This is an optimization exercise on Yosys and OpenROAD, whose aim is small area, a short achievable clock period and few clock cycles per item, not a production implementation.
The RTL was checked by simulation tests, not by an equivalence proof against the original design.

$ cat flow/design.v
module reliability_LUT(
    input   [6:0]   K,
    output  [127:0] fz,
    output  [31:0]  r0_4,
    output  [15:0]  r0_8,
    output  [7:0]   r0_16,
    output  [3:0]   r0_32,
    output  [1:0]   r0_64,
    output  [15:0]  r1_8,
    output  [7:0]   r1_16,
    output  [3:0]   r1_32
);
    wire [128:1] lt;
    genvar c;
    generate for (c = 1; c <= 128; c = c + 1) begin: g_lt
        assign lt[c] = ({1'b0, K} < c);
    end endgenerate
    assign fz[0] = lt[128];
    assign fz[1] = lt[127];
    assign fz[2] = lt[126];
    assign fz[3] = lt[124];
    assign fz[4] = lt[120];
    assign fz[5] = lt[112];
    assign fz[6] = lt[96];
    assign fz[7] = lt[125];
    assign fz[8] = lt[123];
    assign fz[9] = lt[64];
    assign fz[10] = lt[119];
    assign fz[11] = lt[122];
    assign fz[12] = lt[111];
    assign fz[13] = lt[118];
    assign fz[14] = lt[110];
    assign fz[15] = lt[116];
    assign fz[16] = lt[95];
    assign fz[17] = lt[63];
    assign fz[18] = lt[108];
    assign fz[19] = lt[94];
    assign fz[20] = lt[104];
    assign fz[21] = lt[92];
    assign fz[22] = lt[121];
    assign fz[23] = lt[62];
    assign fz[24] = lt[117];
    assign fz[25] = lt[88];
    assign fz[26] = lt[60];
    assign fz[27] = lt[109];
    assign fz[28] = lt[115];
    assign fz[29] = lt[80];
    assign fz[30] = lt[114];
    assign fz[31] = lt[56];
    assign fz[32] = lt[107];
    assign fz[33] = lt[93];
    assign fz[34] = lt[102];
    assign fz[35] = lt[48];
    assign fz[36] = lt[91];
    assign fz[37] = lt[103];
    assign fz[38] = lt[106];
    assign fz[39] = lt[90];
    assign fz[40] = lt[32];
    assign fz[41] = lt[61];
    assign fz[42] = lt[87];
    assign fz[43] = lt[100];
    assign fz[44] = lt[59];
    assign fz[45] = lt[86];
    assign fz[46] = lt[79];
    assign fz[47] = lt[54];
    assign fz[48] = lt[58];
    assign fz[49] = lt[84];
    assign fz[50] = lt[47];
    assign fz[51] = lt[78];
    assign fz[52] = lt[55];
    assign fz[53] = lt[113];
    assign fz[54] = lt[76];
    assign fz[55] = lt[105];
    assign fz[56] = lt[52];
    assign fz[57] = lt[46];
    assign fz[58] = lt[72];
    assign fz[59] = lt[101];
    assign fz[60] = lt[31];
    assign fz[61] = lt[89];
    assign fz[62] = lt[44];
    assign fz[63] = lt[99];
    assign fz[64] = lt[85];
    assign fz[65] = lt[30];
    assign fz[66] = lt[40];
    assign fz[67] = lt[98];
    assign fz[68] = lt[57];
    assign fz[69] = lt[83];
    assign fz[70] = lt[28];
    assign fz[71] = lt[77];
    assign fz[72] = lt[82];
    assign fz[73] = lt[53];
    assign fz[74] = lt[24];
    assign fz[75] = lt[75];
    assign fz[76] = lt[51];
    assign fz[77] = lt[74];
    assign fz[78] = lt[45];
    assign fz[79] = lt[71];
    assign fz[80] = lt[16];
    assign fz[81] = lt[50];
    assign fz[82] = lt[43];
    assign fz[83] = lt[70];
    assign fz[84] = lt[29];
    assign fz[85] = lt[42];
    assign fz[86] = lt[68];
    assign fz[87] = lt[39];
    assign fz[88] = lt[27];
    assign fz[89] = lt[97];
    assign fz[90] = lt[38];
    assign fz[91] = lt[26];
    assign fz[92] = lt[23];
    assign fz[93] = lt[36];
    assign fz[94] = lt[81];
    assign fz[95] = lt[22];
    assign fz[96] = lt[73];
    assign fz[97] = lt[15];
    assign fz[98] = lt[49];
    assign fz[99] = lt[20];
    assign fz[100] = lt[69];
    assign fz[101] = lt[14];
    assign fz[102] = lt[41];
    assign fz[103] = lt[12];
    assign fz[104] = lt[67];
    assign fz[105] = lt[37];
    assign fz[106] = lt[8];
    assign fz[107] = lt[66];
    assign fz[108] = lt[25];
    assign fz[109] = lt[35];
    assign fz[110] = lt[21];
    assign fz[111] = lt[34];
    assign fz[112] = lt[19];
    assign fz[113] = lt[13];
    assign fz[114] = lt[18];
    assign fz[115] = lt[11];
    assign fz[116] = lt[10];
    assign fz[117] = lt[7];
    assign fz[118] = lt[6];
    assign fz[119] = lt[65];
    assign fz[120] = lt[4];
    assign fz[121] = lt[33];
    assign fz[122] = lt[17];
    assign fz[123] = lt[9];
    assign fz[124] = lt[5];
    assign fz[125] = lt[3];
    assign fz[126] = lt[2];
    assign fz[127] = lt[1];
    assign r0_4[0] = lt[124];
    assign r0_4[1] = lt[96];
    assign r0_4[2] = lt[64];
    assign r0_4[3] = lt[110];
    assign r0_4[4] = lt[63];
    assign r0_4[5] = lt[62];
    assign r0_4[6] = lt[60];
    assign r0_4[7] = lt[56];
    assign r0_4[8] = lt[48];
    assign r0_4[9] = lt[90];
    assign r0_4[10] = lt[32];
    assign r0_4[11] = lt[54];
    assign r0_4[12] = lt[47];
    assign r0_4[13] = lt[55];
    assign r0_4[14] = lt[46];
    assign r0_4[15] = lt[31];
    assign r0_4[16] = lt[30];
    assign r0_4[17] = lt[28];
    assign r0_4[18] = lt[24];
    assign r0_4[19] = lt[45];
    assign r0_4[20] = lt[16];
    assign r0_4[21] = lt[29];
    assign r0_4[22] = lt[26];
    assign r0_4[23] = lt[22];
    assign r0_4[24] = lt[15];
    assign r0_4[25] = lt[12];
    assign r0_4[26] = lt[8];
    assign r0_4[27] = lt[21];
    assign r0_4[28] = lt[11];
    assign r0_4[29] = lt[6];
    assign r0_4[30] = lt[4];
    assign r0_4[31] = lt[1];
    assign r0_8[0] = lt[96];
    assign r0_8[1] = lt[64];
    assign r0_8[2] = lt[62];
    assign r0_8[3] = lt[56];
    assign r0_8[4] = lt[48];
    assign r0_8[5] = lt[32];
    assign r0_8[6] = lt[47];
    assign r0_8[7] = lt[31];
    assign r0_8[8] = lt[28];
    assign r0_8[9] = lt[24];
    assign r0_8[10] = lt[16];
    assign r0_8[11] = lt[22];
    assign r0_8[12] = lt[12];
    assign r0_8[13] = lt[8];
    assign r0_8[14] = lt[6];
    assign r0_8[15] = lt[1];
    assign r0_16[0] = lt[64];
    assign r0_16[1] = lt[56];
    assign r0_16[2] = lt[32];
    assign r0_16[3] = lt[31];
    assign r0_16[4] = lt[24];
    assign r0_16[5] = lt[16];
    assign r0_16[6] = lt[8];
    assign r0_16[7] = lt[1];
    assign r0_32[0] = lt[56];
    assign r0_32[1] = lt[31];
    assign r0_32[2] = lt[16];
    assign r0_32[3] = lt[1];
    assign r0_64[0] = lt[31];
    assign r0_64[1] = lt[1];
    assign r1_8[0] = ~lt[128];
    assign r1_8[1] = ~lt[123];
    assign r1_8[2] = ~lt[121];
    assign r1_8[3] = ~lt[117];
    assign r1_8[4] = ~lt[107];
    assign r1_8[5] = ~lt[100];
    assign r1_8[6] = ~lt[113];
    assign r1_8[7] = ~lt[101];
    assign r1_8[8] = ~lt[98];
    assign r1_8[9] = ~lt[82];
    assign r1_8[10] = ~lt[70];
    assign r1_8[11] = ~lt[97];
    assign r1_8[12] = ~lt[73];
    assign r1_8[13] = ~lt[67];
    assign r1_8[14] = ~lt[65];
    assign r1_8[15] = ~lt[33];
    assign r1_16[0] = ~lt[128];
    assign r1_16[1] = ~lt[121];
    assign r1_16[2] = ~lt[107];
    assign r1_16[3] = ~lt[113];
    assign r1_16[4] = ~lt[98];
    assign r1_16[5] = ~lt[97];
    assign r1_16[6] = ~lt[73];
    assign r1_16[7] = ~lt[65];
    assign r1_32[0] = ~lt[128];
    assign r1_32[1] = ~lt[113];
    assign r1_32[2] = ~lt[98];
    assign r1_32[3] = ~lt[73];
endmodule
module pe #(parameter W = 14) (
    input  signed [W-1:0] a,
    input  signed [W-1:0] b,
    input                 g,       
    input                 u,
    input                 na,      
    input                 nb,      
    output signed [W:0]   z,
    output                nz,      
    output                sS,      
    output                sD,      
    output                nzo,     
    output                zS,      
    output                zD       
);
    wire signed [W:0] S = a + b;
    wire signed [W:0] D = b - a;
    wire sa = a[W-1];
    wire sb = b[W-1];
    wire sel = (sa == sb) ? (D[W] ^ ~sa) : (S[W] ^ sa);
    wire signed [W:0] ax = a;
    wire signed [W:0] bx = b;
    wire sp = u ^ na ^ nb;
    assign z  = g ? (sp ? D : S) : (sel ? ax : bx);
    assign nz = g ? nb : ((sel ? sb : sa) ^ na ^ nb);
    assign sS = S[W];
    assign sD = D[W];
    wire [W:0] ax1 = ax, bx1 = bx;
    wire sz = ((ax1 ^ bx1) == {(ax1[W-1:0] | bx1[W-1:0]), 1'b0});
    wire dz = (a == b);
    assign nzo = g ? ~(sp ? dz : sz) : (|a & |b);
    assign zS = sz;
    assign zD = dz;
endmodule
module polar_decoder (
    input           clk,
    input           rst_n,
    input           module_en,
    output          proc_done,
    output  [ 10:0] raddr,
    input   [191:0] rdata,
    output  [  5:0] waddr,
    output  [139:0] wdata
);
    integer i, j;
    genvar gi;
    localparam ST_IDLE = 3'd0, ST_P1 = 3'd1, ST_PZ = 3'd2, ST_TOP = 3'd3,
               ST_TREE = 3'd4, ST_CWZ = 3'd5, ST_KF = 3'd6, ST_DONE = 3'd7;
    reg [2:0]  st;
    reg [6:0]  K, Kn, P;
    reg        knv, kf2, pcap;
    reg [5:0]  p;
    reg [10:0] cwbase;       
    reg [1:0]  q;
    reg [3:0]  ts;
    reg [2:0]  lv;
    reg [2:0]  pos;
    reg        actg;
    reg [1:0]  lstep;
    reg [1:0]  blr, ul;
    reg [10:0] raddr_r;
    reg [5:0]  waddr_r;
    reg        wd_clr, cwd1, dn1;
    reg [5:0]  p_d;
    reg        done;
    reg [126:0] wd;
    reg [6:0]  dec_idx;
    assign raddr = raddr_r;
    assign waddr = waddr_r;
    assign wdata = {13'd0, wd};
    assign proc_done = done;
    reg [191:0] hold;
    reg signed [13:0] B5 [0:31];
    reg signed [14:0] B4 [0:15];
    reg signed [15:0] B3 [0:7];
    reg signed [16:0] B2 [0:3];
    reg [3:0] nz2r;
    reg [31:0] F5;
    reg [15:0] F4;
    reg [7:0]  F3;
    reg [3:0]  F2;
    reg [3:0]  PS4;
    reg [7:0]  PS8;
    reg [15:0] PS16;
    reg [31:0] PS32;
    reg [63:0] PS64;
    reg        pv, pvo, pr1;
    reg [2:0]  pfs;
    reg [1:0]  pchunk;
    reg [3:0]  praw;
    reg [3:0]  pfz, pcomb, pmask;
    reg [4:0]  pw;
    wire [3:0]  PS4e;
    wire [7:0]  PS8e;
    wire [15:0] PS16e;
    wire [63:0] PS64e;
    wire [127:0] fz;
    wire [31:0]  r0_4;
    wire [15:0]  r0_8, r1_8;
    wire [7:0]   r0_16;
    wire [3:0]   r0_32;
    wire [1:0]   r0_64;
    wire [7:0]   r1_16;
    wire [3:0]   r1_32;
    reliability_LUT lut (.K(K), .fz(fz), .r0_4(r0_4), .r0_8(r0_8), .r0_16(r0_16),
                         .r0_32(r0_32), .r0_64(r0_64), .r1_8(r1_8), .r1_16(r1_16), .r1_32(r1_32));
    wire [6:0] Kx = (st == ST_KF) ? rdata[16:10] : Kn;
    wire [127:0] fzx_unused;
    wire [31:0]  r0x_4;
    wire [15:0]  r0x_8, r1x_8;
    wire [7:0]   r0x_16;
    wire [3:0]   r0x_32;
    wire [1:0]   r0x_64;
    wire [7:0]   r1x_16;
    wire [3:0]   r1x_32;
    reliability_LUT lutx (.K(Kx), .fz(fzx_unused), .r0_4(r0x_4), .r0_8(r0x_8), .r0_16(r0x_16),
                          .r0_32(r0x_32), .r0_64(r0x_64), .r1_8(r1x_8), .r1_16(r1x_16), .r1_32(r1x_32));
    wire [1:0] firstq_x = !r0x_32[0] ? 2'd0 : !r0x_32[1] ? 2'd1 : !r0x_32[2] ? 2'd2 : 2'd3;
    wire       zero_x   = (Kx == 7'd0);
    wire [1:0] firstq   = !r0_32[0] ? 2'd0 : !r0_32[1] ? 2'd1 : !r0_32[2] ? 2'd2 : 2'd3;
    reg [31:0] s_fz;
    reg [7:0]  s_r0_4;
    reg [3:0]  s_r0_8, s_r1_8;
    reg [1:0]  s_r0_16, s_r1_16;
    reg        s_r1_32;
    always @(posedge clk) begin
        if (st == ST_TOP && ts == 4'd2) begin
            s_fz    <= fz[{q, 5'd0} +: 32];
            s_r0_4  <= r0_4[{q, 3'd0} +: 8];
            s_r0_8  <= r0_8[{q, 2'd0} +: 4];
            s_r1_8  <= r1_8[{q, 2'd0} +: 4];
            s_r0_16 <= r0_16[{q, 1'd0} +: 2];
            s_r1_16 <= r1_16[{q, 1'd0} +: 2];
            s_r1_32 <= r1_32[q];
        end
    end
    reg  [3:0] fzq;                     
    wire in_top  = (st == ST_TOP);
    wire in_tree = (st == ST_TREE);
    reg m_topa, m_topb, m_l5, m_l4, m_l3, m_l2;
    reg s_b5lo, s_b4lo;        
    reg we5a, we5b, we4;
    reg r0left;
    always @* begin
        case (lv)
        3'd5: r0left = s_r0_16[0];
        3'd4: r0left = s_r0_8[{pos[2], 1'b0}];
        default: r0left = s_r0_4[{pos[2:1], 1'b0}];
        endcase
    end
    wire tree_g = actg | r0left;              
    wire tree_u_en = actg & ~r0left;
    reg [1:0] topk;
    always @* begin
        case (ts)
        4'd2: topk = 2'd2;
        4'd4: topk = 2'd0;
        4'd6: topk = 2'd3;
        default: topk = 2'd1;
        endcase
    end
    wire signed [18:0] pz [0:15];
    wire ps_S [0:15];
    wire ps_D [0:15];
    wire [15:0] pnz, ps_zS, ps_zD, pzf;
    generate for (gi = 0; gi < 16; gi = gi + 1) begin: g_pe
        localparam W = (gi < 6) ? 17 : (gi < 8) ? 15 : 14;
        localparam LX = (gi == 0) ? 0 : (gi == 1) ? 1 : (gi == 2) ? 0 : (gi == 3) ? 0 : 2;
        localparam LY = (gi == 0) ? 2 : (gi == 1) ? 3 : (gi == 2) ? 1 : (gi == 3) ? 3 : (gi == 4) ? 1 : 3;
        localparam [3:0] GI = gi;
        reg signed [W-1:0] a, b;
        reg gg, uu;
        wire signed [W-1:0] h2 = $signed(hold[12*gi +: 12]);
        wire signed [W-1:0] h1 = $signed(rdata[12*gi +: 12]);
        wire [W-1:0] b5hi = B5[16 + gi];
        wire [W-1:0] b5lo = B5[gi];
        wire [W-1:0] b4lo = B4[gi];
        reg af, bf;
        wire tg = m_topa ? q[1] : m_topb ? q[0] : (tree_g & ~m_l2);
        wire tu = (m_topa & q[1] & ~r0_64[0] & PS64e[{topk, GI}]) |
                  (m_topb & q[0] & ~r0_32[{q[1], 1'b0}] & PS32[{ts[3], GI}]) |
                  (tree_u_en & ((m_l5 & PS16e[gi]) | (m_l4 & PS8e[gi & 7]) | (m_l3 & PS4e[gi & 3])));
        if (gi >= 8) begin: c5
            always @* begin
                af = (s_b4lo & F4[gi]) | (m_l5 & F5[16 + gi]);
                bf = s_b5lo & F5[gi];
                a = ({W{m_topa}} & h2) | ({W{m_topb}} & b4lo) | ({W{m_l5}} & b5hi);
                b = ({W{m_topa}} & h1) | ({W{s_b5lo}} & b5lo);
            end
        end else if (gi >= 6) begin: c4
            wire [W-1:0] b4hi = B4[8 + gi];
            always @* begin
                af = (s_b4lo & F4[gi]) | (m_l5 & F5[16 + gi]);
                bf = (s_b5lo & F5[gi]) | (m_l4 & F4[8 + gi]);
                a = ({W{m_topa}} & h2) | ({W{s_b4lo}} & b4lo) | ({W{m_l5}} & b5hi);
                b = ({W{m_topa}} & h1) | ({W{s_b5lo}} & b5lo) | ({W{m_l4}} & b4hi);
            end
        end else if (gi >= 4) begin: c4l
            wire [W-1:0] b4hi = B4[8 + gi];
            wire [W-1:0] b2lo = B2[LX];
            wire [W-1:0] b2hi = B2[LY];
            always @* begin
                af = (s_b4lo & F4[gi]) | (m_l5 & F5[16 + gi]) | (m_l2 & F2[LX]);
                bf = (s_b5lo & F5[gi]) | (m_l4 & F4[8 + gi]) | (m_l2 & F2[LY]);
                a = ({W{m_topa}} & h2) | ({W{s_b4lo}} & b4lo) | ({W{m_l5}} & b5hi) | ({W{m_l2}} & b2lo);
                b = ({W{m_topa}} & h1) | ({W{s_b5lo}} & b5lo) | ({W{m_l4}} & b4hi) | ({W{m_l2}} & b2hi);
            end
        end else if (gi >= 2) begin: c3
            wire [W-1:0] b4hi = B4[8 + gi];
            wire [W-1:0] b3lo = B3[gi];
            wire [W-1:0] b3hi = B3[4 + gi];
            wire [W-1:0] b2lo = B2[LX];
            wire [W-1:0] b2hi = B2[LY];
            always @* begin
                af = (s_b4lo & F4[gi]) | (m_l5 & F5[16 + gi]) | (m_l3 & F3[gi]) | (m_l2 & F2[LX]);
                bf = (s_b5lo & F5[gi]) | (m_l4 & F4[8 + gi]) | (m_l3 & F3[4 + gi]) | (m_l2 & F2[LY]);
                a = ({W{m_topa}} & h2) | ({W{s_b4lo}} & b4lo) | ({W{m_l5}} & b5hi) | ({W{m_l3}} & b3lo) | ({W{m_l2}} & b2lo);
                b = ({W{m_topa}} & h1) | ({W{s_b5lo}} & b5lo) | ({W{m_l4}} & b4hi) | ({W{m_l3}} & b3hi) | ({W{m_l2}} & b2hi);
            end
        end else begin: c2
            wire [W-1:0] b4hi = B4[8 + gi];
            wire [W-1:0] b3lo = B3[gi];
            wire [W-1:0] b3hi = B3[4 + gi];
            wire [W-1:0] b2lo = B2[LX];
            wire [W-1:0] b2hi = B2[LY];
            always @* begin
                af = (s_b4lo & F4[gi]) | (m_l5 & F5[16 + gi]) | (m_l3 & F3[gi]) | (m_l2 & F2[LX]);
                bf = (s_b5lo & F5[gi]) | (m_l4 & F4[8 + gi]) | (m_l3 & F3[4 + gi]) | (m_l2 & F2[LY]);
                a = ({W{m_topa}} & h2) | ({W{s_b4lo}} & b4lo) | ({W{m_l5}} & b5hi) | ({W{m_l3}} & b3lo) | ({W{m_l2}} & b2lo);
                b = ({W{m_topa}} & h1) | ({W{s_b5lo}} & b5lo) | ({W{m_l4}} & b4hi) | ({W{m_l3}} & b3hi) | ({W{m_l2}} & b2hi);
            end
        end
        always @* begin
            gg = tg; uu = tu;
        end
        wire signed [W:0] z;
        pe #(.W(W)) u_pe (.a(a), .b(b), .g(gg), .u(uu), .na(af), .nb(bf), .z(z), .nz(pzf[gi]), .sS(ps_S[gi]), .sD(ps_D[gi]), .nzo(pnz[gi]), .zS(ps_zS[gi]), .zD(ps_zD[gi]));
        assign pz[gi] = z;
    end endgenerate
    wire [3:0] sgn2, es2, nz2;
    generate for (gi = 0; gi < 4; gi = gi + 1) begin: g_l2
        assign sgn2[gi] = B2[gi][16];
        assign es2[gi]  = B2[gi][16] ^ F2[gi];
        assign nz2[gi]  = nz2r[gi];
    end endgenerate
    wire caseL = fzq[0] & ~fzq[1];
    wire caseR = fzq[2] & ~fzq[3];
    function gtf(input sx, input sy, input sS, input sD, input zS, input zD);
        gtf = (!sx && !sy) ? sD : (sx && sy) ? (!sD && !zD) : (!sx && sy) ? (!sS && !zS) : sS;
    endfunction
    function ltf(input sx, input sy, input sS, input sD, input zS, input zD);
        ltf = (!sx && !sy) ? (!sD && !zD) : (sx && sy) ? sD : (!sx && sy) ? sS : (!sS && !zS);
    endfunction
    function srf(input bl, input fx, input fy, input sS, input sD, input zS, input zD);
        srf = ((bl ^ fx ^ fy) ? (sD & ~zD) : (sS & ~zS)) ^ (fy & ~((bl ^ fx ^ fy) ? zD : zS));
    endfunction
    wire gt01 = gtf(sgn2[0], sgn2[1], ps_S[2], ps_D[2], ps_zS[2], ps_zD[2]);
    wire gt10 = ltf(sgn2[0], sgn2[1], ps_S[2], ps_D[2], ps_zS[2], ps_zD[2]);
    wire gt03 = gtf(sgn2[0], sgn2[3], ps_S[3], ps_D[3], ps_zS[3], ps_zD[3]);
    wire gt30 = ltf(sgn2[0], sgn2[3], ps_S[3], ps_D[3], ps_zS[3], ps_zD[3]);
    wire gt21 = gtf(sgn2[2], sgn2[1], ps_S[4], ps_D[4], ps_zS[4], ps_zD[4]);
    wire gt12 = ltf(sgn2[2], sgn2[1], ps_S[4], ps_D[4], ps_zS[4], ps_zD[4]);
    wire gt23 = gtf(sgn2[2], sgn2[3], ps_S[5], ps_D[5], ps_zS[5], ps_zD[5]);
    wire gt32 = ltf(sgn2[2], sgn2[3], ps_S[5], ps_D[5], ps_zS[5], ps_zD[5]);
    wire G01 = (gt01 | gt03) & (gt21 | gt23);
    wire G10 = (gt10 | gt12) & (gt30 | gt32);
    wire sl0 = (es2[0] ^ es2[2]) & nz2[0] & nz2[2];
    wire sl1 = (es2[1] ^ es2[3]) & nz2[1] & nz2[3];
    wire lu0 = ~fzq[0] & (sl0 ^ sl1);
    wire sumL = (sl0 & sl1) | (sl0 & ~sl1 & G01) | (~sl0 & sl1 & G10);
    wire lu1 = ~fzq[1] & (fzq[0] ? sumL : sl1);
    wire lbl0 = lu0 ^ lu1;
    wire lbl1 = lu1;
    wire lu1x = ~fzq[0] & ~fzq[1] & sl1;
    wire bl0x = lu0 ^ lu1x;
    wire sr0_0 = srf(1'b0, F2[0], F2[2], ps_S[0], ps_D[0], ps_zS[0], ps_zD[0]);
    wire sr0_1 = srf(1'b1, F2[0], F2[2], ps_S[0], ps_D[0], ps_zS[0], ps_zD[0]);
    wire sr1_0 = srf(1'b0, F2[1], F2[3], ps_S[1], ps_D[1], ps_zS[1], ps_zD[1]);
    wire sr1_1 = srf(1'b1, F2[1], F2[3], ps_S[1], ps_D[1], ps_zS[1], ps_zD[1]);
    wire sr0 = bl0x ? sr0_1 : sr0_0;
    wire sr1 = lu1x ? sr1_1 : sr1_0;
    wire sr1L = sumL ? sr1_1 : sr1_0;
    wire lu2 = ~fzq[2] & (caseL ? (sumL ? (sr0_1 ^ sr1_1) : (sr0_0 ^ sr1_0)) : (sr0 ^ sr1));
    wire n0 = ((lstep == 2'd2) ? blr[0] : bl0x) ^ F2[0];
    wire n1 = ((lstep == 2'd2) ? blr[1] : lu1x) ^ F2[1];
    wire n2 = F2[2];
    wire n3 = F2[3];
    wire [18:0] x0 = {{2{B2[0][16]}}, B2[0]} ^ {19{n0}};
    wire [18:0] x1 = {{2{B2[1][16]}}, B2[1]} ^ {19{n1}};
    wire [18:0] x2 = {{2{B2[2][16]}}, B2[2]} ^ {19{n2}};
    wire [18:0] x3 = {{2{B2[3][16]}}, B2[3]} ^ {19{n3}};
    wire [18:0] cs1s = x0 ^ x2 ^ x3;
    wire [18:0] cs1c = {(x0[17:0] & x2[17:0]) | (x0[17:0] & x3[17:0]) | (x2[17:0] & x3[17:0]), n0};
    wire [18:0] cs2s = cs1s ^ cs1c ^ x1;
    wire [18:0] cs2c = {(cs1s[17:0] & cs1c[17:0]) | (cs1s[17:0] & x1[17:0]) | (cs1c[17:0] & x1[17:0]), n1};
    wire [18:0] k23  = {17'd0, n2 & n3, n2 ^ n3};
    wire [18:0] cs3s = cs2s ^ cs2c ^ k23;
    wire [18:0] cs3c = {(cs2s[17:0] & cs2c[17:0]) | (cs2s[17:0] & k23[17:0]) | (cs2c[17:0] & k23[17:0]), 1'b0};
    wire [18:0] sum4 = cs3s + cs3c;
    wire lu3 = ~fzq[3] & (fzq[2] ? sum4[18] : (caseL ? sr1L : sr1));
    wire [7:0] sgn3;
    wire nozero3;
    reg  [7:0] nz3;
    generate for (gi = 0; gi < 8; gi = gi + 1) begin: g_l3
        assign sgn3[gi] = B3[gi][15] ^ F3[gi];
        always @* nz3[gi] = |B3[gi];
    end endgenerate
    assign nozero3 = &nz3;
    wire [15:0] sgn4;
    wire [31:0] sgn5;
    reg  [15:0] nz4;
    reg  [31:0] nz5;
    generate for (gi = 0; gi < 16; gi = gi + 1) begin: g_l4
        assign sgn4[gi] = B4[gi][14] ^ F4[gi];
        always @* nz4[gi] = |B4[gi];
    end endgenerate
    generate for (gi = 0; gi < 32; gi = gi + 1) begin: g_l5
        assign sgn5[gi] = B5[(gi + 16) % 32][13] ^ F5[(gi + 16) % 32];
        always @* nz5[gi] = |B5[gi];
    end endgenerate
    wire r1ok3 = m_l3 & ~actg & s_r1_8[pos[2:1]] & nozero3;
    wire r1ok4 = m_l4 & ~actg & s_r1_16[pos[2]] & (&nz4);
    wire r1ok5 = m_l5 & ~actg & s_r1_32 & (&nz5);
    wire r1ok = r1ok3 | r1ok4 | r1ok5;
    wire r1last = (lv == 3'd3) | ((lv == 3'd4) & (lstep == 2'd1)) | ((lv == 3'd5) & (lstep == 2'd3));
    wire [3:0] moreq = {1'b0, ~r0_32[3], ~(r0_32[3] & r0_32[2]), ~(r0_32[3] & r0_32[2] & r0_32[1])};
    wire [10:0] nxb = cwbase + 11'd33;      
    wire        nbn = ~moreq[q];              
    reg [2:0]  st_n;
    reg [6:0]  K_n, Kn_n, P_n;
    reg        knv_n, kf2_n, pcap_n;
    reg [5:0]  p_n;
    reg [10:0] cwbase_n;
    reg [1:0]  rsel;          
    reg        rabs;
    reg [5:0]  roff;
    reg [1:0]  q_n;
    reg [3:0]  ts_n;
    reg [2:0]  lv_n, pos_n;
    reg        actg_n;
    reg [1:0]  lstep_n, blr_n, ul_n;
    reg        wd_clr_n, done_n, cwd1_n, dn1_n;
    reg        fin;           
    reg [2:0]  fs;            
    reg [3:0]  leafu;         
    reg        oute;          
    reg        sym;               
    reg        alt, alt_n;        
    reg [3:0]  ccomb, cmask;  
    reg [4:0]  cw;            
    reg        cw_done;
    reg        go;
    reg [2:0]  k;
    always @* begin
        st_n = st; K_n = K; Kn_n = Kn; P_n = P; knv_n = knv; kf2_n = 1'b0; pcap_n = 1'b0;
        p_n = p; cwbase_n = cwbase; rsel = 2'd0; rabs = 1'b0; roff = 6'd0; q_n = q; ts_n = ts;
        lv_n = lv; pos_n = pos; actg_n = actg; lstep_n = lstep; blr_n = blr; ul_n = ul;
        alt_n = ~alt;
        wd_clr_n = cwd1; cwd1_n = 1'b0; dn1_n = dn1; done_n = 1'b0;
        fin = 1'b0; fs = 3'd2; leafu = 4'd0;
        oute = 1'b0; ccomb = 0; cmask = 0; cw = 0;
        cw_done = 1'b0; go = 1'b0; sym = 1'b0;
        case (st)
        ST_IDLE: begin
            rsel = 2'd1; rabs = 1'b1;
            if (module_en && !done) begin
                K_n = rdata[16:10];
                p_n = 6'd0;
                cwbase_n = 11'd2;
                knv_n = 1'b0;
                wd_clr_n = 1'b1;
                rsel = 2'd1; rabs = 1'b0;
                st_n = ST_P1;
            end
        end
        ST_P1: begin
            if (K == 7'd0) begin
                st_n = ST_PZ;
            end else begin
                st_n = ST_TOP; ts_n = 4'd0; q_n = firstq;
                begin rsel = 2'd2; roff = 6'd2; end
                pcap_n = 1'b1;
            end
        end
        ST_PZ: begin
            P_n = rdata[6:0];
            st_n = ST_CWZ;
        end
        ST_CWZ: begin
            cw_done = 1'b1;
        end
        ST_KF: begin
            if (kf2) begin
                K_n = rdata[16:10];
                if (zero_x) st_n = ST_CWZ;
                else begin
                    st_n = ST_TOP; ts_n = 4'd0; q_n = firstq_x;
                    begin rsel = 2'd2; roff = 6'd2; end
                end
            end else kf2_n = 1'b1;
        end
        ST_TOP: begin
            if (pcap) P_n = rdata[6:0];
            ts_n = ts + 4'd1;
            case (ts)
            4'd0: begin rsel = 2'd2; roff = 6'd6; end
            4'd1: begin rsel = 2'd2; roff = 6'd0; end
            4'd2: begin rsel = 2'd2; roff = 6'd4; end
            4'd3: begin rsel = 2'd2; roff = 6'd3; end
            4'd4: begin rsel = 2'd2; roff = 6'd7; end
            4'd5: begin rsel = 2'd2; roff = 6'd1; end
            4'd6: begin rsel = 2'd2; roff = 6'd5; end
            4'd7: begin rsel = 2'd2; roff = 6'd32; end     
            default: ;
            endcase
            if (ts == 4'd9) begin
                Kn_n = rdata[16:10];
                knv_n = 1'b1;
            end
            if (ts == 4'd9) begin
                rsel = {1'b1, nbn}; roff = 6'd2; alt_n = 1'b0;
                st_n = ST_TREE; lv_n = 3'd5; pos_n = 3'd0; actg_n = 1'b0; lstep_n = 2'd0;
            end
        end
        ST_TREE: begin
            rsel = {1'b1, nbn}; roff = alt ? 6'd2 : 6'd6;
            if (lv == 3'd2) begin
                case (lstep)
                2'd0: begin
                    if (caseL && caseR) begin
                        ul_n = {lu1, lu0};
                        blr_n = {lbl1, lbl0};
                        lstep_n = 2'd2;
                    end else begin
                        fin = 1'b1; fs = 3'd2;
                        leafu = {lu3, lu2, lu1, lu0};
                    end
                end
                default: begin
                    fin = 1'b1; fs = 3'd2;
                    leafu = {lu3, 1'b0, ul[1], ul[0]};
                end
                endcase
            end else if (r1ok) begin
                oute = 1'b1;
                if (r1last) begin
                    fin = 1'b1; fs = lv;
                end else begin
                    lstep_n = lstep + 2'd1;
                end
            end else begin
                lv_n = lv - 3'd1;
                actg_n = 1'b0;
                lstep_n = 2'd0;
                if (tree_g) begin
                    case (lv)
                    3'd5: pos_n = pos + 3'd4;
                    3'd4: pos_n = pos + 3'd2;
                    default: pos_n = pos + 3'd1;
                    endcase
                end
            end
        end
        ST_DONE: begin
            dn1_n = 1'b1;
            if (dn1) begin
                done_n = 1'b1;
                st_n = ST_IDLE;
                dn1_n = 1'b0;
            end
            rsel = 2'd1; rabs = 1'b1;
        end
        default: st_n = ST_IDLE;
        endcase
        if (fin) begin
            lstep_n = 2'd0;
        end
        if (fin && fs == 3'd2) oute = 1'b1;
        cmask = {~r0_32[{q[1], 1'b0}], ~s_r0_16[0], ~s_r0_8[{pos[2], 1'b0}], ~s_r0_4[{pos[2:1], 1'b0}]};
        go = fin & (fs == 3'd2);
        if (go) begin
            if (pos[0]) begin
                ccomb[0] = 1'b1;
            end else if (!s_r0_4[{pos[2:1], 1'b1}]) begin
                cw[0] = 1'b1; go = 1'b0;
                lv_n = 3'd3; pos_n = {pos[2:1], 1'b0}; actg_n = 1'b1;
            end
        end
        go = go | (fin & (fs == 3'd3));
        if (go) begin
            if (pos[1]) begin
                ccomb[1] = 1'b1;
            end else if (!s_r0_8[{pos[2], 1'b1}]) begin
                cw[1] = 1'b1; go = 1'b0;
                lv_n = 3'd4; pos_n = {pos[2], 2'b00}; actg_n = 1'b1;
            end
        end
        go = go | (fin & (fs == 3'd4));
        if (go) begin
            if (pos[2]) begin
                ccomb[2] = 1'b1;
            end else if (!s_r0_16[1]) begin
                cw[2] = 1'b1; go = 1'b0;
                lv_n = 3'd5; pos_n = 3'd0; actg_n = 1'b1;
            end
        end
        go = go | (fin & (fs == 3'd5));
        if (go) begin
            if (q[0]) begin
                ccomb[3] = 1'b1;
            end else if (!r0_32[{q[1], 1'b1}]) begin
                cw[3] = 1'b1; go = 1'b0;
                sym = ~q[1] | r0_64[0];
                st_n = ST_TOP; ts_n = (alt | sym) ? 4'd2 : 4'd1; q_n = {q[1], 1'b1};
                begin rsel = 2'd2; roff = (alt | sym) ? 6'd0 : 6'd6; end
            end
        end
        if (go) begin
            if (!q[1] && !r0_64[1]) begin
                cw[4] = 1'b1; go = 1'b0;
                sym = r0_64[0];
                st_n = ST_TOP; ts_n = (alt | sym) ? 4'd2 : 4'd1; q_n = r0_32[2] ? 2'd3 : 2'd2;
                begin rsel = 2'd2; roff = (alt | sym) ? 6'd0 : 6'd6; end
            end else begin
                cw_done = 1'b1;
            end
        end
        if (cw_done) begin
            if (p == P - 7'd1) begin
                st_n = ST_DONE;
            end else begin
                p_n = p + 6'd1;
                cwbase_n = nxb;
                cwd1_n = 1'b1;
                knv_n = 1'b0;
                if (knv) begin
                    K_n = Kn;
                    if (zero_x) st_n = ST_CWZ;
                    else begin
                        sym = 1'b1;
                        st_n = ST_TOP; ts_n = (st == ST_TREE) ? ((alt | sym) ? 4'd2 : 4'd1) : 4'd0; q_n = firstq_x;
                        begin rsel = 2'd3; roff = (st == ST_TREE) ? ((alt | sym) ? 6'd0 : 6'd6) : 6'd2; end
                    end
                end else begin
                    st_n = ST_KF;
                    begin rsel = 2'd2; roff = 6'd32; end
                end
            end
        end
    end
    wire [10:0] raddr_n = (rsel == 2'd0) ? raddr_r : (rsel == 2'd1) ? {10'd0, rabs} :
                          ((rsel[0] ? nxb : cwbase) + {5'd0, roff});
    wire [3:0] fzq_n = s_fz[{pos_n, 2'b00} +: 4];
    always @(posedge clk or negedge rst_n) begin
        if (!rst_n) begin
            alt <= 1'b0; fzq <= 4'd0;
            st <= ST_IDLE; K <= 0; Kn <= 0; P <= 0; knv <= 0; kf2 <= 0; pcap <= 0;
            p <= 0; cwbase <= 0; raddr_r <= 11'd1; q <= 0; ts <= 0;
            lv <= 0; pos <= 0; actg <= 0; lstep <= 0; blr <= 0; ul <= 0;
            wd_clr <= 0; done <= 0; waddr_r <= 0; cwd1 <= 0; dn1 <= 0; p_d <= 0;
            pv <= 0; pvo <= 0;
        end else begin
            st <= st_n; K <= K_n; Kn <= Kn_n; P <= P_n; knv <= knv_n; kf2 <= kf2_n; pcap <= pcap_n;
            p <= p_n; cwbase <= cwbase_n; raddr_r <= raddr_n; q <= q_n; ts <= ts_n;
            lv <= lv_n; pos <= pos_n; actg <= actg_n; lstep <= lstep_n; blr <= blr_n; ul <= ul_n;
            wd_clr <= wd_clr_n; done <= done_n; cwd1 <= cwd1_n; dn1 <= dn1_n;
            p_d <= p; waddr_r <= p_d; alt <= alt_n; fzq <= fzq_n;
            pv <= fin; pvo <= oute;
        end
    end
    wire tn = (st_n == ST_TOP);
    wire rn = (st_n == ST_TREE);
    always @(posedge clk) begin
        begin
            m_topa <= tn & ((ts_n == 4'd2) | (ts_n == 4'd4) | (ts_n == 4'd6) | (ts_n == 4'd8));
            m_topb <= tn & ((ts_n == 4'd5) | (ts_n == 4'd9));
            s_b5lo <= (tn & ((ts_n == 4'd5) | (ts_n == 4'd9))) | (rn & (lv_n == 3'd5));
            s_b4lo <= (tn & ((ts_n == 4'd5) | (ts_n == 4'd9))) | (rn & (lv_n == 3'd4));
            m_l5   <= rn & (lv_n == 3'd5);
            m_l4   <= rn & (lv_n == 3'd4);
            m_l3   <= rn & (lv_n == 3'd3);
            m_l2   <= rn & (lv_n == 3'd2);
            we5a   <= tn & ((ts_n == 4'd2) | (ts_n == 4'd6) | (ts_n == 4'd9));
            we5b   <= tn & (ts_n == 4'd5);
            we4    <= (tn & ((ts_n == 4'd4) | (ts_n == 4'd8))) | (rn & (lv_n == 3'd5));
        end
    end
    always @(posedge clk) begin
        pfs <= lv; pr1 <= (lv != 3'd2); pchunk <= lstep;
        praw <= leafu; pfz <= fzq;
        pcomb <= ccomb; pmask <= cmask; pw <= cw & {5{fin}};
    end
    wire        pwv = pv;
    reg  [7:0] X;
    always @* begin
        case (pfs)
        3'd3: X = sgn3;
        3'd4: X = pchunk[0] ? sgn4[15:8] : (sgn4[7:0] ^ sgn4[15:8]);
        default: begin
            case (pchunk)
            2'd0: X = sgn5[7:0] ^ sgn5[15:8] ^ sgn5[23:16] ^ sgn5[31:24];
            2'd1: X = sgn5[15:8] ^ sgn5[31:24];
            2'd2: X = sgn5[23:16] ^ sgn5[31:24];
            default: X = sgn5[31:24];
            endcase
        end
        endcase
    end
    reg  [7:0] pbt;
    reg  [7:0] poutc;
    reg  [3:0] poutn;
    reg  [2:0] kk;
    always @* begin
        pbt = pr1 ? X : {4'd0, praw};
        for (i = 0; i < 8; i = i + 1) if ((i & 1) == 0) pbt[i] = pbt[i] ^ pbt[i+1];
        for (i = 0; i < 8; i = i + 1) if ((i & 2) == 0) pbt[i] = pbt[i] ^ pbt[i+2];
        for (i = 0; i < 8; i = i + 1) if ((i & 4) == 0) pbt[i] = pbt[i] ^ pbt[i+4];
        poutc = 8'd0;
        if (pr1) begin
            poutc = pbt;
            poutn = 4'd8;
        end else begin
            kk = 3'd0;
            for (i = 0; i < 4; i = i + 1) begin
                if (!pfz[i]) begin
                    poutc[kk] = praw[i];
                    kk = kk + 3'd1;
                end
            end
            poutn = {1'b0, kk};
        end
    end
    wire [3:0]  pb4  = {praw[3], praw[2] ^ praw[3], praw[1] ^ praw[3], praw[0] ^ praw[1] ^ praw[2] ^ praw[3]};
    wire [7:0]  pb8  = (pfs == 3'd3) ? sgn3 : pcomb[0] ? {pb4, (PS4 & {4{pmask[0]}}) ^ pb4} : {4'd0, pb4};
    wire [15:0] pb16 = (pfs == 3'd4) ? sgn4 : pcomb[1] ? {pb8, (PS8 & {8{pmask[1]}}) ^ pb8} : {8'd0, pb8};
    wire [31:0] pb32 = (pfs == 3'd5) ? sgn5 : pcomb[2] ? {pb16, (PS16 & {16{pmask[2]}}) ^ pb16} : {16'd0, pb16};
    wire [63:0] pb64 = pcomb[3] ? {pb32, (PS32 & {32{pmask[3]}}) ^ pb32} : {32'd0, pb32};
    wire w4  = pwv & pw[0];
    wire w8  = pwv & pw[1];
    wire w16 = pwv & pw[2];
    wire w32 = pwv & pw[3];
    wire w64 = pwv & pw[4];
    assign PS4e  = w4  ? pb4  : PS4;
    assign PS8e  = w8  ? pb8  : PS8;
    assign PS16e = w16 ? pb16 : PS16;
    assign PS64e = w64 ? pb64 : PS64;
    wire [15:0] win = {8'd0, poutc} << dec_idx[2:0];
    wire [15:0] blk = 16'd1 << dec_idx[6:3];
    reg  [126:0] wd_n;
    always @* begin
        for (i = 0; i < 127; i = i + 1) begin
            wd_n[i] = wd[i] | (blk[i / 8] & win[i % 8]);
            if (i >= 8) wd_n[i] = wd_n[i] | (blk[i / 8 - 1] & win[8 + i % 8]);
        end
    end
    always @(posedge clk) begin
        if (wd_clr) begin
            wd <= 0;
            dec_idx <= 0;
        end else if (pvo) begin
            wd <= wd_n;
            dec_idx <= dec_idx + poutn;
        end
    end
    always @(posedge clk) begin
        hold  <= rdata;
        if (w4)  PS4  <= pb4;
        if (w8)  PS8  <= pb8;
        if (w16) PS16 <= pb16;
        if (w32) PS32 <= pb32;
        if (w64) PS64 <= pb64;
        for (i = 0; i < 16; i = i + 1) begin
            if (we5a) begin B5[i] <= pz[i][13:0]; F5[i] <= pzf[i]; end
            if (we5b) begin B5[16+i] <= pz[i][13:0]; F5[16+i] <= pzf[i]; end
            if (we4)  begin B4[i] <= pz[i][14:0]; F4[i] <= pzf[i]; end
        end
        for (i = 0; i < 8; i = i + 1)
            if (m_l4) begin B3[i] <= pz[i][15:0]; F3[i] <= pzf[i]; end
        for (i = 0; i < 4; i = i + 1)
            if (m_l3) begin
                B2[i] <= pz[i][16:0];
                F2[i] <= pzf[i];
                nz2r[i] <= pnz[i];
            end
    end
endmodule
$ cat flow/flow/run.sh
#!/bin/bash
set -euo pipefail
export SETUP_SLACK_MARGIN=6.5
bash standard.sh > standard.log 2>&1
$ cat flow/standard.sh
#!/bin/bash
# synth_recipe.tcl (not shown) runs the flow's synth.tcl, then flattens the netlist and writes it again
# the make line also repeats each setting of config.mk as NAME=value (left out here)
make -C /OpenROAD-flow-scripts/flow DESIGN_CONFIG=/design/flow/config.mk WORK_HOME=/design/flow/orfs CLKGATE_MAP_FILE= SYNTH_SCRIPT=/design/flow/synth_recipe.tcl "${@:-finish}"
$ cat flow/config.mk
export PLATFORM = sky130hd
export DESIGN_NAME = polar_decoder
export DESIGN_NICKNAME = polar_decoder
export VERILOG_FILES = /design/flow/design.v
export SDC_FILE = /design/flow/constraint.sdc
export NUM_CORES = 8
export LEC_CHECK = 0
export CAP_MARGIN = 20
export CORE_MARGIN = 2
export CORE_UTILIZATION = 50
export CTS_CLUSTER_DIAMETER = 100
export CTS_CLUSTER_SIZE = 20
export SLEW_MARGIN = 20
$ cat flow/constraint.sdc
create_clock -name core_clock -period 12.0 [get_ports {clk}]
set_input_delay 2.4000 -clock core_clock [delete_from_list [all_inputs] [get_ports {clk}]]
set_output_delay 2.4000 -clock core_clock [all_outputs]
set_load 0.01 [all_outputs]
==> run notes, run 1 <==
- The number of stages on the worst hold path is 0.
- The shortest period the worst path allows is 6.05 ns.
- The number of hold buffers added after CTS was 0.
- Setup repair after global routing could not meet its margin everywhere.
- In this run, synthesis inferred 1029 flip-flops with an integrated enable.
- Of the available clock period, the critical path in the final layout requires 50.4%.
- The violation count after the first detailed-routing iteration is 13033.
- The number of antenna violations at the first check in global routing is 45.
- In this run the clock root is driven by a sky130_fd_sc_hd__clkbuf_16.
- The number of detailed-routing iterations run before antenna repair is 8.
- The library cell used most frequently in the layout, excluding fill and tap cells, is sky130_fd_sc_hd__edfxtp_1.
- The proportion of synthesized flip-flops having asynchronous set or reset is 6.07%.
- In the final layout, flip-flops and latches occupy 0.0425 mm^2.
- The floorplan step set the die width to 450 um.
- The number of global-route vias before repair is 84017.
- Entering global routing, the biggest net connects 134 pins.
- The layout checks failed on slew limit.
- The overall global routing resource usage is 40.5%.
- The worst setup slack for register-to-register paths is 6.01 ns.
- Counting distinct cell types in the post-synthesis netlist gives 116.
- In this run the remaining antenna-violating nets after routing total 0.
- Counting every instance in the synthesized netlist gives 10317.
- The max-capacitance violation count is 0.
- Buffers inserted during clock tree synthesis total 93.
- The number of cells on the worst reg-to-reg path is 23.
- The count of buffers added on input and output ports is 339.
- The aggregate global routing overflow is 0.
- The clock reaches the later pin of the worst-skew pair after 0.81 ns.
- The post-synthesis instance area is 0.0993 mm^2.
- The critical path start-end classification is in2reg.
- The tightest min-delay check is of the reg2reg type.
- The most used flip-flop cell after synthesis is sky130_fd_sc_hd__edfxtp_1.
- For this block, the via count after detailed routing is 90461.
- The initial utilization of the core area, before any placement, comes to 50.3%.
- Measured against its own limit, the worst slew margin works out to -5.39%.
- The final non-filler cell area is 0.120 mm^2.
- Summing the sequential cell areas from Yosys gives 42.7% of the chip area.
- Dividing the synthesized area by the synthesized cell count gives 9.62 um^2.
- Wires add up to 438000 um.
- The post-route netlist has 18.0% of its cells at a drive strength greater than 1.
- The first global-routing pass estimated 602000 um of wire.
- The maximum fanout along the worst path is 5.
- The area overhead of the layout relative to synthesis is 20.9%.
- The maximum frequency from static timing analysis is 165 MHz.
- In the routed design, unresolved DRC markers number 0.
- The dominant cell type by area after synthesis is sky130_fd_sc_hd__edfxtp_1.
- The final-report hold violation count is 0.
- In this run the count of I/O pins placed on the die edge is 353.
- Summing all placed instances gives a cell area of 0.106 mm^2.
- CTS saw 1581 sinks.
- In the final routed layout, each cell accounts on average for 32.1 um.
- The layout filler cell count is 16715.
- By area the synthesized netlist is led by sky130_fd_sc_hd__edfxtp_1, sky130_fd_sc_hd__dfxtp_1, sky130_fd_sc_hd__ha_1.
- The setup TNS after final layout is 0 ns.
- The nature of the critical path endpoint is a flop.
- The number of warnings reported in the yosys synthesis log is 9.
- The fraction of post-synthesis cell area in the top cell type by area is 31.1%.
- STA classifies the critical path startpoint as a primary input.
- The run finished, with violations left.
- Data arrives at the worst endpoint at 6.74 ns.
- The die extent in y is 450 um.
- The estimated wirelength of the detail-placed design is 312000 um.
- The die area is 0.202 mm^2.
- The final worst clock skew is 0.0377 ns.
- The placer congestion estimate is 1.07.
- The multi-input combinational cells in the finished layout cover a total of 0.0585 mm^2.
- The final max-slew violation count is 64.
- Synthesis inferred 1581 register bits.
- The initialized floorplan defines 163 standard-cell rows.
- Leaving out fill and tap cells, the most frequent cells in the layout are sky130_fd_sc_hd__edfxtp_1, sky130_fd_sc_hd__nand2_1, sky130_fd_sc_hd__nor2_1.
- The per-cell via count in the routed design is 6.64.
- Clock-pin slew was measured on the worst setup and hold paths at 0.09 ns.
- TritonCTS built the clock tree.
- The H-tree generated during clock tree synthesis spans 3 levels.
- Setup violations remaining at the end of the flow were counted as 0.
- Counting along the longest clock path gives a buffer depth of 3.
- The total number of nets in the final design is 11808.
- The total area inside the core boundary comes to 0.197 mm^2.
- The data required time of the worst path is 12.69 ns.
- For the pin with the worst max-slew slack, the measured transition is 1.58 ns.
==> cell usage after synthesis, types with 275 or more instances <==
cell type	n
sky130_fd_sc_hd__edfxtp_1	1029
sky130_fd_sc_hd__nand2_1	998
sky130_fd_sc_hd__a21oi_1	763
sky130_fd_sc_hd__nor2_1	737
sky130_fd_sc_hd__inv_1	732
sky130_fd_sc_hd__ha_1	663
sky130_fd_sc_hd__o21ai_0	509
sky130_fd_sc_hd__clkbuf_1	465
sky130_fd_sc_hd__dfxtp_1	456
sky130_fd_sc_hd__xnor2_1	412
sky130_fd_sc_hd__mux2i_1	307
sky130_fd_sc_hd__a22oi_1	275
==> cells by family (layout without fill, tap and decap cells) <==
| logic type | count (synthesis) | in the layout | share of synthesized area [%] |
|---|---|---|---|
| AO/OA/AOI/OAI | 2829 | 2830 | 19.1 |
| XOR/XNOR | 632 | 648 | 5.84 |
| adder cells (fa/ha/maj) | 748 | 748 | 9.93 |
| buffers and inverters | 1317 | 1927 | 5.12 |
| flip-flops | 1581 | 1581 | 42.7 |
| multiplexers | 382 | 382 | 4.08 |
| other | 1 | 35 | 0.00378 |
| AND/OR/NAND/NOR | 2827 | 2827 | 13.2 |
==> registers in the layout, summed over array words and instances, names as in the netlist, 8 cells and up <==
name and cells:
B4 240, B3 128, PS8 8, PS16 16
s_fz 32, PS64 64, F3 8, raddr_r 11
wd 127, F4 16, B5 448, PS32 32
F5 32, hold 192, B2 68, cwbase 11
==> path summary, 6_finish.rpt <==
| path | start | endpoint |
|---|---|---|
| min reg2reg | p_d[2]$_DFF_PN0_ | waddr_r[2]$_DFF_PN0_ |
| max | rdata[45] | praw[3]$_SDFF_PP0_ |
| max in group asynchronous | rst_n | wd_clr$_DFF_PN0_ |
| min in group asynchronous | rst_n | K[5]$_DFF_PN0_ |
| min | p_d[2]$_DFF_PN0_ | waddr_r[2]$_DFF_PN0_ |
| max reg2reg | F2[1]$_DFFE_PP_ | praw[3]$_SDFF_PP0_ |
==> per-stage QoR <==
step,hold WS [ns],utilization [%],cells,setup slack [ns]
global placement,0.335,53.7,12870,3.92
floorplan,0.331,-,10329,5.95
finish,0.352,60.8,13618,5.95
global route,0.364,60.8,13604,5.89
CTS,0.354,58.2,13375,5.95
detailed placement,0.335,53.7,12875,3.96
==> worst max-delay path: stages <==
cell and delay (ns):
sky130_fd_sc_hd__clkdlybuf4s50_1 0.52, sky130_fd_sc_hd__a22oi_1 0.23, sky130_fd_sc_hd__nand3_2 0.20, sky130_fd_sc_hd__ha_4 0.31, sky130_fd_sc_hd__nor4_2 0.29, sky130_fd_sc_hd__o211ai_1 0.21
sky130_fd_sc_hd__a221oi_2 0.38, sky130_fd_sc_hd__o21ai_2 0.13, sky130_fd_sc_hd__a211o_1 0.31, sky130_fd_sc_hd__o21a_1 0.21, sky130_fd_sc_hd__mux4_2 0.49, sky130_fd_sc_hd__a211oi_4 0.25
sky130_fd_sc_hd__a31oi_4 0.06, sky130_fd_sc_hd__buf_12 0.17, sky130_fd_sc_hd__buf_6 0.11, sky130_fd_sc_hd__o21ai_4 0.17, sky130_fd_sc_hd__mux2i_1 0.10, sky130_fd_sc_hd__o21a_1 0.18
==> layer usage <==
layer / vias up / share of wire (%) / global-route usage [%]
met4: 22 / 7.9 / 25.2
li1: 38906 / - / -
met5: - / 0.036 / 0
met1: 44366 / 37 / 51.8
met2: 5907 / 43 / 60.4
met3: 1260 / 12 / 11.6
==> cell type report <==
| cell class | count | area share [%] |
|---|---|---|
| diodes | 22 | 0.0459 |
| multi-input cells | 7448 | 48.7 |
| repair buffers | 1020 | 8.40 |
| well taps | 2640 | 2.75 |
| clock inverters | 19 | 0.210 |
| clock buffers | 153 | 2.15 |
| inverters | 735 | 2.31 |
| flip-flops and latches | 1581 | 35.4 |
==> repair_timing <==
| item | CTS | global route |
|---|---|---|
| setup endpoints to repair | 1057 | 1005 |
| resized for setup | 716 | 740 |
| buffers inserted | 305 | 203 |
| pin swaps | 294 | 449 |
| gates cloned | 23 | 17 |
Testbench counts, summed over its fixed seeds: cycles 60,770, packets 864.
==> run 2: changes to the inputs <==
==> flow/flow/run.sh (replaced) <==
#!/bin/bash
set -euo pipefail
export SETUP_SLACK_MARGIN=6
export POST_GLOBAL_ROUTE_TCL="$(pwd)/flow/post_grt.tcl"
bash standard.sh > standard.log 2>&1
==> flow/flow/post_grt.tcl (new file) <==
# Hook run by ORFS at the end of global routing (POST_GLOBAL_ROUTE_TCL): the timing repair
# just before can leave a few max-slew/max-capacitance violations, so repair the design
# once more with global-route parasitics and re-route the changed nets incrementally,
# the same sequence global_route.tcl uses after its own repairs.
estimate_parasitics -global_routing
puts "post-grt slew violations before: [sta::max_slew_violation_count]"
repair_design -slew_margin 20 -cap_margin 20 -verbose
global_route -start_incremental
detailed_placement
global_route -end_incremental
estimate_parasitics -global_routing
puts "post-grt slew violations after: [sta::max_slew_violation_count]"
write_guides $::env(RESULTS_DIR)/route.guide
--- a/flow/config.mk
+++ b/flow/config.mk
@@ -8,5 +8,5 @@
 export CAP_MARGIN = 20
 export CORE_MARGIN = 2
-export CORE_UTILIZATION = 50
+export CORE_UTILIZATION = 40
 export CTS_CLUSTER_DIAMETER = 100
 export CTS_CLUSTER_SIZE = 20
==> run 2 against run 1 <==
Net effect:
- the run now finishes clean
- non-clock buffer count shrank 353
- utilization is 15 points lower
- maximum frequency shrank 5.2%
- global-route usage down 8.7 points
- setup slack worse by 0.33 ns
- die area is 25% higher
- final cell count increased by 2.3%
- critical path depth is 2 lower
- clock-buffer cell count is 4 higher
- highest routed layer unchanged
==> run notes, run 2 <==
- The run finished with no timing, DRC or antenna violations.
- 353 I/O pins were placed.
- The most used flip-flop cell after synthesis is sky130_fd_sc_hd__edfxtp_1.
- The estimated wirelength of the detail-placed design is 313000 um.
- The number of cells produced by synthesis is 10317.
- After synthesis, flip-flops and latches occupy 42.7% of the total area.
- In the synthesized netlist, the cells that appear most often are sky130_fd_sc_hd__edfxtp_1, sky130_fd_sc_hd__nand2_1, sky130_fd_sc_hd__a21oi_1.
- Compared with the post-synthesis result, the final layout area differs by 14.6%.
- The tool flagged a number of max-cap violations equal to 0.
- The slowest stage of the critical path belongs to the cell sky130_fd_sc_hd__clkdlybuf4s50_1.
- The die covers 0.252 mm^2.
- B5 holds more flip-flops than any other register.
- Port buffering added 339 buffers.
- The final worst clock skew is 0.0806 ns.
- The shortest period the worst path allows is 6.38 ns.
- In this run, post-CTS repair resized a total of 294 instances.
- The dominant cell type by area after synthesis is sky130_fd_sc_hd__edfxtp_1.
- After floorplanning, the core was sized to cover 0.246 mm^2.
- The maximum number of buffers from clock root to sink is 3.
- The setup path with the least slack is of type in2reg.
- Routability-driven placement finished with a final weighted congestion of 1.05.
- In this run the most used layer during global routing was met2.
- The startpoint class of the critical path is a primary input.
- The final-report hold violation count is 0.
- Global routing used 31.8% of the available tracks across all layers.
- The horizontal extent of the die is 502 um.
- The most common cell in the synthesized netlist is sky130_fd_sc_hd__edfxtp_1.
- The detail route stage leaves a number of antenna-violating nets equal to 0.
- Counting every sink on the clock net gives 1581.
- In this run the mean area of a mapped cell was 9.62 um^2.
- The routed layout has 87165 vias.
- The proportion of synthesized flip-flops having asynchronous set or reset is 6.07%.
- In the routed layout, each cell is associated on average with a via count of 6.25.
- The number of detailed-routing iterations run before antenna repair is 9.
- The pin count of the biggest net entering global routing is 112.
- The clock-pin slew reported for the worst setup and hold paths after clock tree synthesis is 0.09 ns.
- The count of cell types in the netlist is 116.
- For this run, the post-layout net count is 11452.
- The maximum fanout along the worst path is 6.
- STA classifies the critical path endpoint as a flop.
- The wire length reported by the detailed router is 419000 um.
- The CTS tree is yes.
- Buffers added to address setup during post-CTS repair amount to 90.
- The mean routed wirelength per cell is 30.1 um.
- The worst hold-check path type is reg2reg.
- The count of H-tree levels built during CTS is 3.
- The worst pin sits at a relative slew slack of 12.7%.
- The largest registers in the layout are B5 (448), B4 (240), hold (192).
- The final max-slew violation count is 0.
- The met1 track demand over resource is 41.1%.
- The number of buffers added by the clock tree synthesis step is 97.
- The Yosys step of the flow raised 9 warnings.
- For this run, global-route usage on met2 was measured as 48.8%.
- In the routed design, unresolved DRC markers number 0.
- Data on the critical path is required at its endpoint by 12.69 ns.
- After synthesis the netlist holds a flip-flop and latch count of 1581.
- The number of buffers inserted for hold repair after clock tree synthesis is 0.
- The measured slew at the worst slew-check pin is 1.30 ns.
- The detailed router finished its first iteration with 11647 violations.
- The number of flops mapped to enable cells by yosys is 1029.
- By area the synthesized netlist is led by sky130_fd_sc_hd__edfxtp_1, sky130_fd_sc_hd__dfxtp_1, sky130_fd_sc_hd__ha_1.
- The number of global-route vias before repair is 81592.
- The highest cell delay on the worst timing path is 0.55 ns.
- The final critical path takes up 53.2% of the cycle.
- The share of cells above drive strength 1 is 9.97%.
- For this run the aggregate overflow at the end of global routing stands at 0.
- In the final timing run, aggregate negative setup slack is 0 ns.
- The number of setup violations in the final report is 0.
- The register with the most flip-flops in the layout has 448 of them.
- The fraction of post-synthesis cell area in the top cell type by area is 31.1%.
- The post-synthesis instance area is 0.0993 mm^2.
- The library cells used most frequently in the layout, excluding fill and tap cells, are sky130_fd_sc_hd__edfxtp_1, sky130_fd_sc_hd__nand2_1, sky130_fd_sc_hd__nor2_1.
- The initial utilization of the core area, before any placement, comes to 40.3%.
- The global-route wire length before repair is 587000 um.
- Leaving out fill and tap cells, the most frequent cell in the layout is sky130_fd_sc_hd__edfxtp_1.
- The data arrival time at the worst-slack endpoint is 7.07 ns.
- The worst-skew pair later-pin latency is 0.82 ns.
- The number of antenna violations at the first check in global routing is 56.
- Global routing consumed, on the met3 layer, 8.32% of the routing resources.
- The cell at the root of the clock tree is sky130_fd_sc_hd__clkbuf_16.
- Derived from the worst setup path, the maximum achievable clock frequency is 157 MHz.
- The smallest hold slack is 0.353 ns.
- Walking the worst path, the cells encountered are clkdlybuf4s50_1, a22oi_2, nand3_2, ha_4, a21oi_1, o31a_1, a211oi_2, nor3_1, a21oi_2, a21oi_1, o221a_2, a2111oi_4, a211oi_2, a31oi_4, mux2_4, a2111oi_4.
- The count of standard-cell rows is 182.
- The floorplan step set the die height to 502 um.
[run 2: critical path: cells and delay by family]
kind / cells / cell delay, ns
AO/OA/AOI/OAI: 11 / 2.98
adder cells (fa/ha/maj): 1 / 0.41
buffers and inverters: 1 / 0.55
multiplexers: 1 / 0.35
AND/OR/NAND/NOR: 2 / 0.36
[run 2: kinds of logic after synthesis]
kind of cell	synth area share [%]
DFF	42.7
adders and majority gates	9.93
other	0.00378
and+or+nand+nor	13.2
buffers and inverters	5.12
AOI/OAI and AO/OA	19.1
muxes	4.08
xor gates and xnor gates	5.84
[run 2: layer usage]
layer | vias up | share of wire (%)
met5 | - | 0.091
met4 | 54 | 6.4
met2 | 5001 | 44
li1 | 38170 | -
met3 | 874 | 11
met1 | 43066 | 39
[run 2: final timing paths]
path | depth (start not counted) | endpoint | from | slack, ns
worst min register to register | 0 | waddr_r[3]$_DFF_PN0_ | p_d[3]$_DFF_PN0_ | 0.35
worst max-delay path | 16 | praw[2]$_SDFF_PP0_ | rdata[50] | 5.62
worst max register to register | 26 | praw[3]$_SDFF_PP0_ | B2[3][16]$_DFFE_PP_ | 5.73
min in group asynchronous | 1 | cwbase[5]$_DFF_PN0_ | rst_n | 1.56
worst min-delay path | 0 | waddr_r[3]$_DFF_PN0_ | p_d[3]$_DFF_PN0_ | 0.35
max in group asynchronous | 2 | wd_clr$_DFF_PN0_ | rst_n | 9.21
[run 2: per-stage QoR]
| step | area [um^2] | util [%] | std cells | worst slack, ns |
|---|---|---|---|---|
| after floorplan | 99600 | - | 10329 | 5.98 |
| after global placement | 106000 | 43.1 | 13558 | 3.96 |
| after detailed placement | 106000 | 43.2 | 13559 | 3.96 |
| after CTS | 112000 | 45.3 | 13839 | 5.82 |
| final | 114000 | 46.2 | 13937 | 5.62 |
[run 2: layout make-up]
class	count	area [um^2]
clock buffer	157	2820
tap	3312	4140
antenna	21	52.6
timing repair buffer	667	6340
multi-input combinational	7441	54900
fill	23265	133000
clock inverter	23	287
sequential	1581	42500
inverter	735	2770

==> separate check: timing with driven ports <==
No port has a modelled driver above. Below, the same layouts with a new extraction and two added sets of constraints. Step 1, drivers: a clkbuf_16 drives clk and a buf_2 each remaining input, both assumed. Step 2 adds t to the input delays and takes it off the output delays; t is the mean of the earliest and latest rising clock arrival at the registers after step 1. Input paths then give back, and output paths get back, about the clock's delay inside the block. Three values: ideal, step 1, step 2; two values: the first two.
run | shift t [ns] | setup WS [ns] | worst slew at a driven data input, ns
run 1 | 0.891 | 5.954 / 6.014 / 5.146 | 0.18
run 2 | 0.889 | 5.620 / 5.703 / 4.814 | 0.16
The setup slack of run 1, which loses most, moves by +0.060 ns with the drivers and by -0.808 ns with both steps.
